This is an optimization exercise on Yosys and OpenROAD, whose aim is small area, not a production implementation. The RTL was checked by simulation tests, not by an equivalence proof against the original design. Power is estimated from default activity; no workload was simulated.

$ cat design.v
module CPM_CLP #(
    parameter DW = 12,
    parameter OW =  8
) (
    input  signed [DW -1:0] RAW_DAT,
    output signed [OW -1:0] CLP_DAT
);
wire signed [DW -1:0] raw_dat = RAW_DAT;
wire signed [OW -1:0] clp_dat;
assign CLP_DAT = clp_dat;
wire signed [DW -1:0] raw_dat_min = {{(DW-OW+1){1'd1}}, {(OW-1){1'd0}}};
wire signed [DW -1:0] raw_dat_max = {{(DW-OW+1){1'd0}}, {(OW-1){1'd1}}};
assign clp_dat = raw_dat<raw_dat_min ? {1'd1, {(OW-1){1'd0}}} : (raw_dat>raw_dat_max ? {1'd0, {(OW-1){1'd1}}} : raw_dat[0 +:OW]);
endmodule
module EEG_PEA_ENG_PE #(
    parameter DATA_ACT_DW =  8,
    parameter DATA_WEI_DW =  8,
    parameter DATA_OUT_DW =  8,
    parameter DATA_SUM_DW = 24,
    parameter DATA_SUM_NW =  8,
    parameter ARAM_ADD_AW = 12,
    parameter ORAM_ADD_AW = 10,
    parameter OMUX_ADD_AW =  8,
    parameter CONV_WEI_DW =  3,
    parameter CONV_RUN_DW =  4,
    parameter CONV_MUL_DW = 24,
    parameter CONV_SFT_DW =  8,
    parameter CONV_ADD_DW = 32
  )(
    input                             clk,
    input                             rst_n,
    output                            IS_IDLE,
    input  [CONV_RUN_DW         -1:0] CFG_CONV_RUN, 
    input  [CONV_WEI_DW         -1:0] CFG_CONV_WEI, 
    input  [CONV_WEI_DW         -1:0] CFG_CONV_PAD, 
    input  [CONV_MUL_DW         -1:0] CFG_CONV_MUL,
    input  [CONV_SFT_DW         -1:0] CFG_CONV_SFT,
    input  [CONV_ADD_DW         -1:0] CFG_CONV_ADD,
    input  [ORAM_ADD_AW         -1:0] CFG_CONV_LST,
    input                             DIN_VLD,
    input                             ACT_LST,
    input                             WEI_LST,
    output                            DIN_RDY,
    input  [DATA_ACT_DW         -1:0] ACT_DAT,
    input  [ARAM_ADD_AW         -1:0] ACT_ADD,
    input  [DATA_WEI_DW         -1:0] WEI_DAT,
    input  [CONV_WEI_DW         -1:0] WEI_IDX,
    output                            OUT_VLD,
    output                            OUT_LST,
    output [OMUX_ADD_AW         -1:0] OUT_ADD,
    input                             OUT_RDY,
    output [DATA_OUT_DW         -1:0] OUT_DAT
  );
localparam CONV_SUM_AW = $clog2(DATA_SUM_NW);
localparam CONV_CAL_DW = DATA_SUM_DW +CONV_MUL_DW +1;
localparam PE_STATE = 3;
localparam PE_IDLE  = 3'b001;
localparam PE_FLOW  = 3'b010;
localparam PE_PSUM  = 3'b100;
reg [PE_STATE -1:0] pe_cs;
reg [PE_STATE -1:0] pe_ns;
wire pe_idle = pe_cs == PE_IDLE;
wire pe_flow = pe_cs == PE_FLOW;
wire pe_psum = pe_cs == PE_PSUM;
genvar gen_i, gen_j;
wire [CONV_RUN_DW -1:0] cfg_conv_run = CFG_CONV_RUN;
wire [CONV_WEI_DW -1:0] cfg_conv_wei = CFG_CONV_WEI;
wire [CONV_WEI_DW -1:0] cfg_conv_pad = CFG_CONV_PAD;
wire [CONV_MUL_DW -1:0] cfg_conv_mul = CFG_CONV_MUL;
wire [5 -1:0] cfg_conv_sft = CFG_CONV_SFT[0 +:5];
wire [CONV_ADD_DW -1:0] cfg_conv_add = CFG_CONV_ADD;
wire [ORAM_ADD_AW -1:0] cfg_conv_lst = CFG_CONV_LST;
assign IS_IDLE = pe_idle;
wire                    din_vld = DIN_VLD;
reg                     din_rdy;
wire                    act_lst = ACT_LST;
wire                    wei_lst = WEI_LST;
wire [DATA_ACT_DW -1:0] act_dat = ACT_DAT;
reg  [ARAM_ADD_AW -1:0] act_add;
wire [DATA_WEI_DW -1:0] wei_dat = WEI_DAT;
wire [CONV_WEI_DW -1:0] wei_idx = WEI_IDX;
assign DIN_RDY = din_rdy; 
wire din_ena = DIN_VLD & DIN_RDY;
reg                     out_vld;
reg                     out_lst;
reg  [OMUX_ADD_AW -1:0] out_add;
wire                    out_rdy = OUT_RDY;
reg  [DATA_OUT_DW -1:0] out_dat;
assign OUT_DAT = out_dat;
assign OUT_VLD = out_vld;
assign OUT_LST = out_lst;
assign OUT_ADD = out_add;
wire out_ena = OUT_VLD & OUT_RDY;
reg [ARAM_ADD_AW -1:0] act_add_reg;
reg [CONV_WEI_DW -1:0] wei_idx_cnt;
reg [CONV_WEI_DW -1:0] out_idx_cnt;
reg psum_out_vld;
reg psum_cal_vld;
reg [2 -1:0] psum_cal_cnt;
wire [DATA_OUT_DW -1:0] psum_out_clp;
reg [ARAM_ADD_AW   :0] aram_add_reg;
reg [ARAM_ADD_AW   :0] psum_add_reg;
reg [DATA_SUM_NW -1:0][DATA_SUM_DW -1:0] psum_cal_reg;
reg [DATA_SUM_DW -1:0] psum_cal_tmp;
reg [DATA_SUM_DW -1:0] psum_out_reg;
reg [DATA_OUT_DW -1:0] psum_out_dat;
wire is_addr_out_range = act_add>(aram_add_reg+cfg_conv_pad*cfg_conv_run);
wire is_addr_hit_range_next = act_add<=(aram_add_reg+cfg_conv_pad*cfg_conv_run+cfg_conv_run);
wire pe_data_ena = din_ena;
reg  pe_last_din;
wire pe_flow_end = pe_last_din && ~psum_cal_vld && ~psum_out_vld;
wire pe_psum_rst = out_ena&&out_idx_cnt==cfg_conv_pad&&pe_psum; 
wire psum_out_lst = psum_add_reg==cfg_conv_lst;
always @( * )begin 
    din_rdy = ~pe_psum && ~pe_last_din && (~psum_cal_vld || ~is_addr_out_range || (psum_cal_vld && out_ena)) && (is_addr_hit_range_next || pe_idle); 
end
always @( * )begin    
    out_dat = psum_out_dat;
    out_vld = psum_out_vld;
    out_add = psum_add_reg;
    out_lst = psum_out_lst;
end
generate
    for( gen_i=0 ; gen_i < DATA_SUM_NW; gen_i = gen_i+1 ) begin : PSUM_BLOCK
        always @ ( posedge clk or negedge rst_n )begin
            if( ~rst_n )
                psum_cal_reg[gen_i] <= 'd0;
            else if( pe_psum_rst )
                psum_cal_reg[gen_i] <= 'd0;
            else if( pe_idle && din_ena && gen_i==0 )
                psum_cal_reg[gen_i] <= psum_cal_tmp;
            else if( pe_flow && din_ena )begin
                if(  is_addr_out_range )begin
                    if( gen_i==DATA_SUM_NW-1 )
                        psum_cal_reg[gen_i] <= 'd0;
                    else if(  gen_i==0 ) 
                        psum_cal_reg[gen_i] <= psum_cal_tmp;
                    else
                        psum_cal_reg[gen_i] <= psum_cal_reg[gen_i+1];
                end
                else begin
                    if( gen_i==wei_idx_cnt )
                        psum_cal_reg[gen_i] <= psum_cal_tmp;
                end
            end
            else if( pe_flow && din_vld && is_addr_out_range && (~psum_cal_vld || out_ena) && ~is_addr_hit_range_next )begin 
                if( gen_i==DATA_SUM_NW-1 )
                    psum_cal_reg[gen_i] <= 'd0;
                else
                    psum_cal_reg[gen_i] <= psum_cal_reg[gen_i+1];
            end
            else if( pe_psum && (~psum_cal_vld || out_ena) )begin
                if( gen_i==DATA_SUM_NW-1 )
                    psum_cal_reg[gen_i] <= 'd0;
                else
                    psum_cal_reg[gen_i] <= psum_cal_reg[gen_i+1];
            end
        end
    end
endgenerate
always @ ( * )begin
    wei_idx_cnt = wei_idx;
end
always @ ( * )begin
    act_add = pe_last_din ? act_add_reg : ACT_ADD;
end
always @ ( posedge clk or negedge rst_n )begin
    if( ~rst_n )
        act_add_reg <= 'd0;
    else if( din_ena )
        act_add_reg <= act_add;
end
always @ ( posedge clk or negedge rst_n )begin
    if( ~rst_n )
        pe_last_din <= 'd0;
    else if( pe_psum_rst )
        pe_last_din <= 'd0;
    else if( din_ena&&act_lst&&wei_lst )
        pe_last_din <= 'd1;
end
always @ ( posedge clk or negedge rst_n )begin
    if( ~rst_n )
        out_idx_cnt <= 'd0;
    else if( pe_psum_rst )
        out_idx_cnt <= 'd0;
    else if( pe_psum && out_ena )
        out_idx_cnt <= out_idx_cnt +'d1;
end
always @ ( * )begin
    psum_out_dat = psum_out_clp;
end
always @ ( posedge clk or negedge rst_n )begin
    if( ~rst_n )
        psum_out_reg <= 'd0;
    else if( pe_psum_rst )
        psum_out_reg <= 'd0;
    else if( is_addr_out_range && din_vld && (~psum_cal_vld || out_ena) )
        psum_out_reg <= psum_cal_reg[0];
    else if( pe_psum && (~psum_cal_vld || out_ena) )
        psum_out_reg <= psum_cal_reg[0];
end
always @ ( * )begin
    psum_out_vld = psum_cal_vld && &psum_cal_cnt;
end
always @ ( posedge clk or negedge rst_n )begin
    if( ~rst_n )
        psum_cal_vld <= 'd0;
    else if( pe_psum_rst )
        psum_cal_vld <= 'd0;
    else if( ~pe_idle && is_addr_out_range && din_vld )
        psum_cal_vld <= 'd1;
    else if( out_ena && ~pe_psum )
        psum_cal_vld <= 'd0;
    else if( pe_psum )
        psum_cal_vld <= 'd1;
end
always @ ( posedge clk or negedge rst_n )begin
    if( ~rst_n )
        psum_cal_cnt <= 'd0;
    else if( out_ena )
        psum_cal_cnt <= 'd0;
    else if( psum_cal_vld && psum_cal_cnt!='d3 )
        psum_cal_cnt <= psum_cal_cnt +'d1;
end
wire [8 -1:0] cfg_conv_mul_sel = &psum_cal_cnt ? 'd0 : cfg_conv_mul[8*psum_cal_cnt +:8];
wire signed [DATA_SUM_DW+9 -1:0] psum_cal_mul = $signed(psum_out_reg)*$signed({1'd0, cfg_conv_mul_sel});
wire signed [CONV_CAL_DW   -1:0] psum_cal_sft = psum_cal_mul<<<(8*psum_cal_cnt);
reg  signed [CONV_CAL_DW   -1:0] psum_cal_sum;
always @ ( posedge clk or negedge rst_n )begin
    if( ~rst_n )
        psum_cal_sum <= 'd0;
    else if( pe_idle || out_ena )
        psum_cal_sum <= {{(CONV_CAL_DW-CONV_ADD_DW){cfg_conv_add[CONV_ADD_DW-1]}},cfg_conv_add};
    else if( psum_cal_vld )
        psum_cal_sum <= psum_cal_sum +psum_cal_sft;
end
wire signed [CONV_CAL_DW -1:0] psum_out_mul = &psum_cal_cnt ? psum_cal_sum : {CONV_CAL_DW{1'd0}};
wire signed [CONV_CAL_DW -1:0] psum_out_sft = $signed(psum_out_mul)>>>cfg_conv_sft;
wire                           psum_rnd_bit = cfg_conv_sft=='d0 ? 'd0 : psum_out_mul[cfg_conv_sft-1];
wire signed [CONV_CAL_DW -1:0] psum_out_rnd = $signed(psum_out_sft) +$signed({1'd0, psum_rnd_bit});
CPM_CLP #( CONV_CAL_DW, DATA_OUT_DW ) PSUM_OUT_CLP_U( psum_out_rnd, psum_out_clp);
always @ ( posedge clk or negedge rst_n )begin
    if( ~rst_n )
        aram_add_reg <= 'd0;
    else if( pe_psum_rst )
        aram_add_reg <= 'd0;
    else if( pe_idle && din_ena )
        aram_add_reg <= ACT_ADD;
    else if( pe_flow && din_vld && is_addr_out_range && (~psum_cal_vld || out_ena) )
        aram_add_reg <= aram_add_reg+cfg_conv_run;
    else if( pe_psum && (~psum_cal_vld || out_ena) )
        aram_add_reg <= aram_add_reg+cfg_conv_run;
end
always @ ( posedge clk or negedge rst_n )begin
    if( ~rst_n )
        psum_add_reg <= 'd0;
    else if( pe_psum_rst )
        psum_add_reg <= 'd0;
    else if( pe_flow && din_vld && is_addr_out_range && (~psum_cal_vld || out_ena) )
        psum_add_reg <= aram_add_reg;
    else if( pe_psum && (~psum_cal_vld || out_ena) )
        psum_add_reg <= aram_add_reg;
end
wire [CONV_WEI_DW -1:0] wei_idx_cnt_fix = is_addr_out_range ? 'd1 : wei_idx_cnt;
always @ ( * )begin
    psum_cal_tmp = $signed(ACT_DAT)*$signed(WEI_DAT) +$signed(psum_cal_reg[wei_idx_cnt_fix]);
end
always @ ( * )begin
  case( pe_cs )
    PE_IDLE: pe_ns = pe_data_ena ? PE_FLOW : pe_cs;
    PE_FLOW: pe_ns = pe_flow_end ? PE_PSUM : pe_cs;
    PE_PSUM: pe_ns = pe_psum_rst ? PE_IDLE : pe_cs;
    default: pe_ns = PE_IDLE;
  endcase
end
always @ ( posedge clk or negedge rst_n )begin
    if( ~rst_n )
        pe_cs <= PE_IDLE;
    else
        pe_cs <= pe_ns;
end
endmodule
$ cat run.sh
#!/bin/bash
# synth_recipe.tcl (not shown) runs the flow's synth.tcl, then flattens the netlist and writes it again
# the make line also repeats each setting of config.mk as NAME=value (left out here)
make -C /OpenROAD-flow-scripts/flow DESIGN_CONFIG=/design/flow/config.mk WORK_HOME=/design/flow/orfs CLKGATE_MAP_FILE= SYNTH_SCRIPT=/design/flow/synth_recipe.tcl finish
$ cat config.mk
export PLATFORM = sky130hd
export DESIGN_NAME = EEG_PEA_ENG_PE
export DESIGN_NICKNAME = EEG_PEA_ENG_PE
export VERILOG_FILES = /design/flow/design.v
export SDC_FILE = /design/flow/constraint.sdc
export NUM_CORES = 4
export LEC_CHECK = 0
export CAP_MARGIN = 20
export CORE_MARGIN = 2
export CORE_UTILIZATION = 40
export PLACE_DENSITY = 0.6
export SLEW_MARGIN = 20
$ cat constraint.sdc
create_clock -name core_clock -period 14.0 [get_ports {clk}]
set_input_delay 2.8000 -clock core_clock [delete_from_list [all_inputs] [get_ports {clk}]]
set_output_delay 2.8000 -clock core_clock [all_outputs]
set_load 0.01 [all_outputs]
==> results.json <==
{
  "final_cell_mix": "nand2_1, inv_1, dfrtp_1, fa_1, a21oi_1",
  "first_pass_iters": 6,
  "ctsResizeCount": 0,
  "r2r_cells": 39,
  "worst-path-max-fanout": 9,
  "cp-endpoint": "psum_cal_reg[191]$_DFFE_PN0P_",
  "fin_cells": 5477,
  "largest_reg_flops": 192,
  "layout.cells.most_common": "nand2_1",
  "final-hold-violation-count": 0,
  "cpMostUsedCell": "fa_1",
  "end_kind": "flip-flop",
  "cp.required_ns": 14.51,
  "die_area_um2": 92410,
  "final_nets": 4869,
  "yosys.area.top_type": "dfrtp_1",
  "slew_viol_final": 0,
  "cts_made_buffers": 39,
  "synth_top_area_frac": 0.2169,
  "hp-start": "psum_add_reg[11]$_DFFE_PN0P_",
  "grt_pass1_wl_um": 172400,
  "ant_nets": 0,
  "hold_path.class": "flip-flop to flip-flop",
  "finClkSkew_ns": 0.03453,
  "floorplan.initialDensity": 0.4018,
  "slew_headroom": 0.2339,
  "ctsHoldBuffers": 0,
  "vdd_drop_max_v": 0.0001284,
  "max_cap_violations": 0,
  "gp_congestion": 0.9548,
  "rrSetupSlack_ns": 2.85,
  "synth-main-ff-cell": "dfrtp_1",
  "clock_sinks": 313,
  "cts_tree": "built",
  "synthArstFlopShare": 1.000,
  "wire_per_inst_um": 19.80,
  "placed_cells": 5405,
  "clockBufferDepth": 3,
  "grt_pass1_vias": 29880,
  "avgSynthCellArea_um2": 8.530,
  "fin_crit_sh": 0.9406,
  "routed_wl_um": 108400,
  "yosysUniqueCellTypes": 94,
  "cp.arrival_ns": 13.68,
  "fin_area_um2": 40220,
  "r2r_start": "psum_cal_cnt[1]$_DFFE_PN0P_",
  "finalSetupTns_ns": 0,
  "finalSetupViolations": 0,
  "clk_pin_slew_ns": 0.06,
  "crit_start": "CFG_CONV_PAD[1]",
  "synth_edf_count": 0,
  "port_buffers": 134,
  "row_count": 110,
  "synth_nets": 4819,
  "core_um2": 89600,
  "antenna_found_initial": 2,
  "cts_root_buf": "clkbuf_16",
  "tightestPinTransition_ns": 1.149,
  "crit-reg2reg-capture": "psum_cal_sum[48]$_DFFE_PN0P_",
  "fmax_ghz": 0.07594,
  "placed_cell_area_um2": 38860,
  "rsz0062_at_grt": "no",
  "synthCells": 4220,
  "powerDensity_nw_per_um2": 112.0,
  "yosysWarnings": 1,
  "seq_area_frac_synth": 0.2176,
  "htreeDepth": 2,
  "cpPeakStageDelay_ns": 0.54,
  "status": "finished clean",
  "critPathLaunchType": "input pin",
  "vias": 31300,
  "synth_seq_cells": 313,
  "drc_errors": 0,
  "syn2layout_area_growth_pct": 11.74,
  "p_leak_nw": 18.20,
  "fill_cells": 8724,
  "cts_setup_buffers": 0,
  "dp_hpwl_um": 81720,
  "pin_count": 141,
  "die_w_um": 304.0,
  "vias_per_cell": 5.715,
  "gr-total-overflow": 0,
  "cp_slowest_cell": "fa_1",
  "synth_area_um2": 36000,
  "drive_gt1_frac": 0.08283,
  "hold_ws_ns": 0.4699,
  "grt.total_usage": 0.2317,
  "grt_start_max_net_pins": 84,
  "fin_crit_ns": 13.17,
  "path_class": "input pin to flip-flop",
  "dr.first_iter.drc_count": 3210,
  "die_height_um": 304.0,
  "synth_area_leaders": "dfrtp_1, fa_1, ha_1, nand2_1, mux2i_1",
  "worstSkewPairLatency_ns": 0.60
}
[layer usage]
layer	track usage	wire length, um	vias to the layer above	share of wire
met2	0.3451	46950	1048	0.43
li1	-	-	14760	-
met5	0	0	-	0
met3	0.03956	7930	129	0.073
met1	0.3502	51490	15370	0.47
met4	0.04906	2055	0	0.019
[cell usage after synthesis, drive strengths merged (48+ instances only)]
library cell,number
inv,367
a21o,52
buf,53
ha,214
mux2i,156
nor3,56
dfrtp,312
o21ai,244
nor2,235
fa,264
mux2,50
mux4,50
nand2,607
o31ai,174
and2,180
xor2,59
o22ai,49
clkbuf,198
nand3,48
a21oi,242
xnor2,101
[critical path, delay by kind of cell]
family / cells / cell delay (ns)
fa+ha+maj: 10 / 4.34
xor+xnor: 1 / 0.35
simple gates: 12 / 2.02
compound gates: 14 / 2.56
buf+inv: 11 / 1.55
[worst min path at each step]
stage,slack [ns],endpoint,cells after the start
final,0.47,psum_add_reg[11]$_DFFE_PN0P_,2
after global routing,0.51,psum_add_reg[12]$_DFFE_PN0P_,2
after CTS,0.48,psum_add_reg[10]$_DFFE_PN0P_,2
after detailed placement,0.46,psum_add_reg[10]$_DFFE_PN0P_,2
after global placement,0.45,psum_add_reg[11]$_DFFE_PN0P_,2
after floorplan,0.44,psum_add_reg[11]$_DFFE_PN0P_,2
[area by class of cell]
class / count / area [um^2] / area share
Clock inverter: 14 / 215.2 / 0.005350
Tap cell: 1176 / 1471 / 0.03658
Timing Repair Buffer: 260 / 2305 / 0.05730
Clock buffer: 55 / 1106 / 0.02750
Antenna cell: 3 / 7.507 / 0.0001866
Sequential cell: 313 / 7838 / 0.1948
Multi-Input combinational cell: 3287 / 25900 / 0.6438
Inverter: 369 / 1385 / 0.03443
[cell families (layout without fill, tap and decap cells)]
logic type / Yosys count / count (layout) / share of synthesized area
flip-flops: 313 / 313 / 0.2176
other: 0 / 3 / 0
XOR/XNOR: 161 / 161 / 0.03955
AO/OA/AOI/OAI: 1025 / 1025 / 0.1849
multiplexers: 256 / 256 / 0.09040
AND/OR/NAND/NOR: 1367 / 1367 / 0.1784
buffers and inverters: 620 / 698 / 0.06785
adder cells (fa/ha/maj): 478 / 478 / 0.2212
[through the flow]
step / setup slack, ns / utilization / power [mW]
2_1_floorplan: 0.6309 / - / 2.564
3_3_place_gp: -0.1229 / 0.4338 / 3.415
3_5_place_dp: -0.06149 / 0.4338 / 3.429
4_1_cts: 0.5260 / 0.4485 / 4.511
5_1_grt: 0.04848 / 0.4489 / 4.814
6_report: 0.8317 / 0.4489 / 4.507
[report_power, final]
group	total, mW	switching [mW]	internal [mW]	leakage, nW
clock network	1.07	0.451	0.616	0.641
registers	0.938	0.0227	0.916	4.24
logic	2.50	1.48	1.02	13.3

re-timing with driven ports:
No port has a modelled driver above. Below, the same layout with a new extraction and two added sets of constraints.
Step 1 (the two cells are an assumption about what drives the block):
set clk [get_ports {clk}]
set_driving_cell -lib_cell sky130_fd_sc_hd__clkbuf_16 $clk
set_driving_cell -lib_cell sky130_fd_sc_hd__buf_2 [delete_from_list [all_inputs] $clk]
Step 2 adds t to the input delays and takes it off the output delays; t is the mean of the earliest and latest rising clock arrival at the registers after step 1. Input paths then give back, and output paths get back, about the clock's delay inside the block.
Three values: ideal, step 1, step 2; two values: the first two.
t, ns: 0.653
setup slack, ns: 0.832 / 0.883 / 0.231
worst hold slack (ns): 0.470 / 0.470 / 0.470
After both steps setup and hold are still met in this run. For this run, drivers alone change the setup slack by +0.051 ns; drivers and shift together by -0.601 ns.
